This design comes from an exercise in tuning for small area on the open sky130 flow, not from production work. The RTL was checked by simulation tests, not by an equivalence proof against the original design. The clock port is modelled as an ideal driver; clocking choices that lean on that would not hold on a real chip. No activity file was given, so power comes from the tool's default toggle rates.

==> module axi_stream_insert_header, before the edit <==
module axi_stream_insert_header #(
    parameter DATA_WD = 32,
    parameter DATA_BYTE_WD = DATA_WD / 8,
    parameter BYTE_CNT_WD = $clog2(DATA_BYTE_WD)
) (
    input clk,
    input rst_n,
    input valid_in,
    input [DATA_WD-1 : 0] data_in,
    input [DATA_BYTE_WD-1 : 0] keep_in,
    input last_in,
    output ready_in,
    output valid_out,
    output [DATA_WD-1 : 0] data_out,
    output [DATA_BYTE_WD-1 : 0] keep_out,
    output last_out,
    input ready_out,
    input valid_insert,
    input [DATA_WD-1 : 0] header_insert,
    input [DATA_BYTE_WD-1 : 0] keep_insert,
    input [BYTE_CNT_WD : 0] byte_insert_cnt,
    output ready_insert
);
reg  [1:0] st;
wire s_idle = ~st[1] & ~st[0];
wire s_hdr  = ~st[1] &  st[0];
wire s_io   =  st[1] &  st[0];
wire s_wait =  st[1] & ~st[0];
reg        v3;
reg  [31:0] mem0, mem1, mem2, mem3;
reg  [1:0] cnt_lo;
reg  [2:0] cnt_hi;
wire [4:0] cnt_in = {cnt_hi, cnt_lo};
reg  [4:0] cnt_out;
reg  [2:0] bict;
reg  [3:0] kl;
reg  [31:0] dreg;
reg  [3:0] kk;
reg        lreg;
assign ready_in     = st[0];
assign ready_insert = s_idle;
assign valid_out    = s_io;
assign data_out     = dreg;
assign last_out     = lreg;
wire ain0 = (cnt_lo == 2'd3);
wire ain1 = (cnt_lo == 2'd0);
wire ain2 = (cnt_lo == 2'd1);
wire ain3 = (cnt_lo == 2'd2);
wire hacc = valid_insert & s_idle;
wire hs   = hacc & ain0;
wire we   = valid_in & st[0];
wire load = ready_out & (s_io | (s_hdr & ain3) | (s_wait & valid_in));
function incf;
    input [3:0] k;
    input [2:0] c;
    reg t1, t2, t3, t4;
begin
    t1 = k[0] | k[1] | k[2] | k[3];
    t2 = (k[0] & (k[1] | k[2] | k[3])) | (k[1] & (k[2] | k[3])) | (k[2] & k[3]);
    t3 = (k[0] & k[1] & (k[2] | k[3])) | (k[2] & k[3] & (k[0] | k[1]));
    t4 = k[0] & k[1] & k[2] & k[3];
    case (c)
        3'd0: incf = 1'b0;
        3'd1: incf = t4;
        3'd2: incf = t3;
        3'd3: incf = t2;
        3'd4: incf = t1;
        default: incf = 1'b1;
    endcase
end
endfunction
wire inc = incf(kl, bict);
wire [4:0] cnt_out_p1 = cnt_out + 5'd1;
wire match = inc ? (cnt_out == cnt_in) : (cnt_out_p1 == cnt_in);
wire last_nx = s_io & ready_out & match;
wire [2:0] s = byte_insert_cnt;
wire [4:0] sd = {s == 3'd4, s == 3'd3, s == 3'd2, s == 3'd1, s == 3'd0};
wire s_big = ~|sd;
wire inc_nx = (we & last_in) ? incf(keep_in, bict) : inc;
wire [7:0] kw;
assign kw[3:0] = kl & {4{~inc_nx}};
wire [3:0] kwin;
genvar b, i, k;
generate
    for (b = 0; b < 4; b = b + 1) begin : g_kw
        aoi_sel2 u_kh (.e({inc_nx, ~inc_nx}), .d({kl[b], kk[b]}), .y(kw[b+4]));
        aoi_sel5 u_kw (.e(sd), .d(kw[b+4:b]), .y(kwin[b]));
    end
endgenerate
assign keep_out = lreg ? kk : {4{inc}};
wire [1:0] a = cnt_out[1:0];
wire sz = sd[0];
wire [2:0] q = {1'b0, a} + {2'b00, sz};
wire q0 = (q == 3'd0);
wire q1 = (q == 3'd1);
wire q2 = (q == 3'd2);
wire q3 = (q == 3'd3);
wire vlo = ~s_big & (q0 | q1 | q2 | (q3 & v3));
wire vhi = ~s_big & (q0 | q1 | (q2 & v3));
wire [3:0] rs = {sd[1], sd[2], sd[3], sd[0] | sd[4]};
wire [31:0] wlo;
wire [23:0] whi;
wire [55:0] t = {wlo, whi};
wire [31:0] dnx;
wire we0 = we & ain0;
wire we1 = we & ain1;
wire we2 = we & ain2;
wire we3 = we & ain3;
wire [31:0] mem0_d, mem1_d, mem2_d, mem3_d;
generate
    for (b = 0; b < 32; b = b + 1) begin : g_bit
        aoi_sel4 u_lo (.e({q3, q2, q1, q0}), .d({mem3[b], mem2[b], mem1[b], mem0[b]}), .y(wlo[b]));
        aoi_sel3 u_w0 (.e({hs, we0, ~(hs | we0)}), .d({header_insert[b], data_in[b], mem0[b]}), .y(mem0_d[b]));
        aoi_sel2 u_w1 (.e({we1, ~we1}), .d({data_in[b], mem1[b]}), .y(mem1_d[b]));
        aoi_sel2 u_w2 (.e({we2, ~we2}), .d({data_in[b], mem2[b]}), .y(mem2_d[b]));
        aoi_sel2 u_w3 (.e({we3, ~we3}), .d({data_in[b], mem3[b]}), .y(mem3_d[b]));
    end
    for (b = 8; b < 32; b = b + 1) begin : g_hi
        aoi_sel3 u_hi (.e({~q0 & ~q1, q1, q0}), .d({mem3[b], mem2[b], mem1[b]}), .y(whi[b-8]));
    end
    for (i = 0; i < 4; i = i + 1) begin : g_out
        wire [3:0] e;
        for (k = 0; k < 4; k = k + 1) begin : g_sel
            assign e[k] = load & rs[k] & ((i + k < 4) ? vlo : vhi);
        end
        for (b = 0; b < 8; b = b + 1) begin : g_ob
            aoi_sel5 u_o (.e({~load, e}),
                          .d({dreg[31-8*i-b], t[55-8*(i+3)-b], t[55-8*(i+2)-b], t[55-8*(i+1)-b], t[55-8*i-b]}),
                          .y(dnx[31-8*i-b]));
        end
    end
endgenerate
always @(posedge clk or negedge rst_n) begin
    if (!rst_n) begin
        st <= 2'b00;
        cnt_lo <= 2'b11;
        v3 <= 1'b0;
    end else begin
        case (st)
            2'b00: st <= valid_insert ? 2'b01 : 2'b00;
            2'b01: st <= ain3 ? (ready_out ? 2'b11 : 2'b10) : 2'b01;
            2'b10: st <= (valid_in & ready_out) ? 2'b11 : 2'b10;
            default: st <= lreg ? 2'b00 : 2'b11;
        endcase
        if (hs)
            cnt_lo <= 2'd0;
        else if (we)
            cnt_lo <= cnt_lo + 2'd1;
        if (we & ain3)
            v3 <= 1'b1;
    end
end
always @(posedge clk) begin
    mem0 <= mem0_d;
    mem1 <= mem1_d;
    mem2 <= mem2_d;
    mem3 <= mem3_d;
    if (hs)
        cnt_hi <= 3'd0;
    else if (we & (cnt_lo == 2'd3))
        cnt_hi <= cnt_hi + 3'd1;
    if (hs)
        kl <= 4'd0;
    else if (we & last_in)
        kl <= keep_in;
    if (hacc)
        bict <= byte_insert_cnt;
    cnt_out <= load ? cnt_out_p1 : 5'd0;
    lreg <= last_nx;
    dreg <= dnx;
    if (hacc)
        kk <= keep_insert;
    else if (last_nx)
        kk <= kwin;
end
endmodule
clock: 5.5 ns
lec_check: 0
cap_margin: 0
core_margin: 2
core_utilization: 40
gpl_routability_driven: 0
place_density: 0.8
slew_margin: 0
synth_hierarchical: 1
synth_minimum_keep_size: 0
standard.sh (not shown) runs the stock make flow with config.mk's settings and CLKGATE_MAP_FILE= SYNTH_SCRIPT=/design/flow/synth_recipe.tcl, a recipe that flattens the netlist after the stock synthesis.
==> flow/flow/run.sh <==
#!/bin/bash
# Standard ORFS layout (the standard.sh, standard synthesis) with:
#  - plain buf_1 cells as the port buffers,
#  - CTS with clkbuf_8 and no dummy loads,
#  - a power-recovery resize after CTS (downsizes cells that have slack).
set -uo pipefail
here=$(pwd)
export BUFFER_PORTS_ARGS="-buffer_cell sky130_fd_sc_hd__buf_1"
export CTS_ARGS="-sink_clustering_enable -repair_clock_nets -dont_use_dummy_load -buf_list sky130_fd_sc_hd__clkbuf_8"
export POST_CTS_TCL="$here/flow/post_cts.tcl"
bash standard.sh finish > flow.log 2>&1
==> flow/flow/post_cts.tcl <==
# Downsize cells that have timing slack to spare, then re-legalize.
log_cmd repair_timing -recover_power 100 -verbose
log_cmd detailed_placement
check_placement -verbose
Edit:
--- a/flow/design.v
+++ b/flow/design.v
@@ -34,7 +34,8 @@
 reg  [4:0] cnt_out;
 reg  [2:0] bict;
+reg  [3:0] kit;
 reg  [3:0] kl;
 reg  [31:0] dreg;
-reg  [3:0] kk;
+reg  [3:0] kreg;
 reg        lreg;
 assign ready_in     = st[0];
@@ -84,9 +85,9 @@
 generate
     for (b = 0; b < 4; b = b + 1) begin : g_kw
-        aoi_sel2 u_kh (.e({inc_nx, ~inc_nx}), .d({kl[b], kk[b]}), .y(kw[b+4]));
+        aoi_sel2 u_kh (.e({inc_nx, ~inc_nx}), .d({kl[b], kit[b]}), .y(kw[b+4]));
         aoi_sel5 u_kw (.e(sd), .d(kw[b+4:b]), .y(kwin[b]));
     end
 endgenerate
-assign keep_out = lreg ? kk : {4{inc}};
+assign keep_out = lreg ? kreg : {4{inc}};
 wire [1:0] a = cnt_out[1:0];
 wire sz = sd[0];
@@ -164,13 +165,13 @@
     else if (we & last_in)
         kl <= keep_in;
-    if (hacc)
+    if (hacc) begin
         bict <= byte_insert_cnt;
+        kit <= keep_insert;
+    end
     cnt_out <= load ? cnt_out_p1 : 5'd0;
     lreg <= last_nx;
     dreg <= dnx;
-    if (hacc)
-        kk <= keep_insert;
-    else if (last_nx)
-        kk <= kwin;
+    if (last_nx)
+        kreg <= kwin;
 end
 endmodule
Effect: The changed run completed with no timing, DRC or antenna violations. Global-route usage increases by 0.51 points. Utilization increases by 0.36 points. Die area increases by 0.48%. Critical path depth increases by 1. Fmax decreases by 6.1%. Total power increases by 3.9%. Cell count decreases by 1.0%. Routed wire length is about the same. Register-to-register slack got worse by 120 ps. Sequential power increases by about 2%. Worst hold slack improved by 4.9 ps. Count of clock-buffer cells in the layout is unchanged. Worst setup slack got worse by 270 ps.

-- afterwards: timing with drivers on the ports --
In the flow no input, the clock included, has a driving cell. The finished layouts below were timed again as built, in two steps.
Step 1 (the two cells are an assumption about what drives the block):
set clk [get_ports {clk}]
set_driving_cell -lib_cell sky130_fd_sc_hd__clkbuf_16 $clk
set_driving_cell -lib_cell sky130_fd_sc_hd__buf_2 [delete_from_list [all_inputs] $clk]
Step 2 times the ports against the registers' clock, not the clock port: input delays grow and output delays shrink by t, the midpoint of the rising clock arrivals with the driver on.
Three values: ideal ports, drivers, drivers and shift; two values: the first two.
run	t (ns)	setup WS [ns]	hold WS [ns]	latest minus earliest clock arrival (ns)	pins driven straight from the clock port
the first run	0.488	1.312 / 1.334 / 0.845	0.478 / 0.478 / 0.478	0.039 / 0.039	1
the second run	0.500	1.038 / 1.053 / 0.553	0.483 / 0.483 / 0.483	0.038 / 0.038	1
After both steps setup and hold are still met in every run listed. For the second run, which loses most, drivers alone change the setup slack by +0.015 ns; drivers and shift together by -0.485 ns.
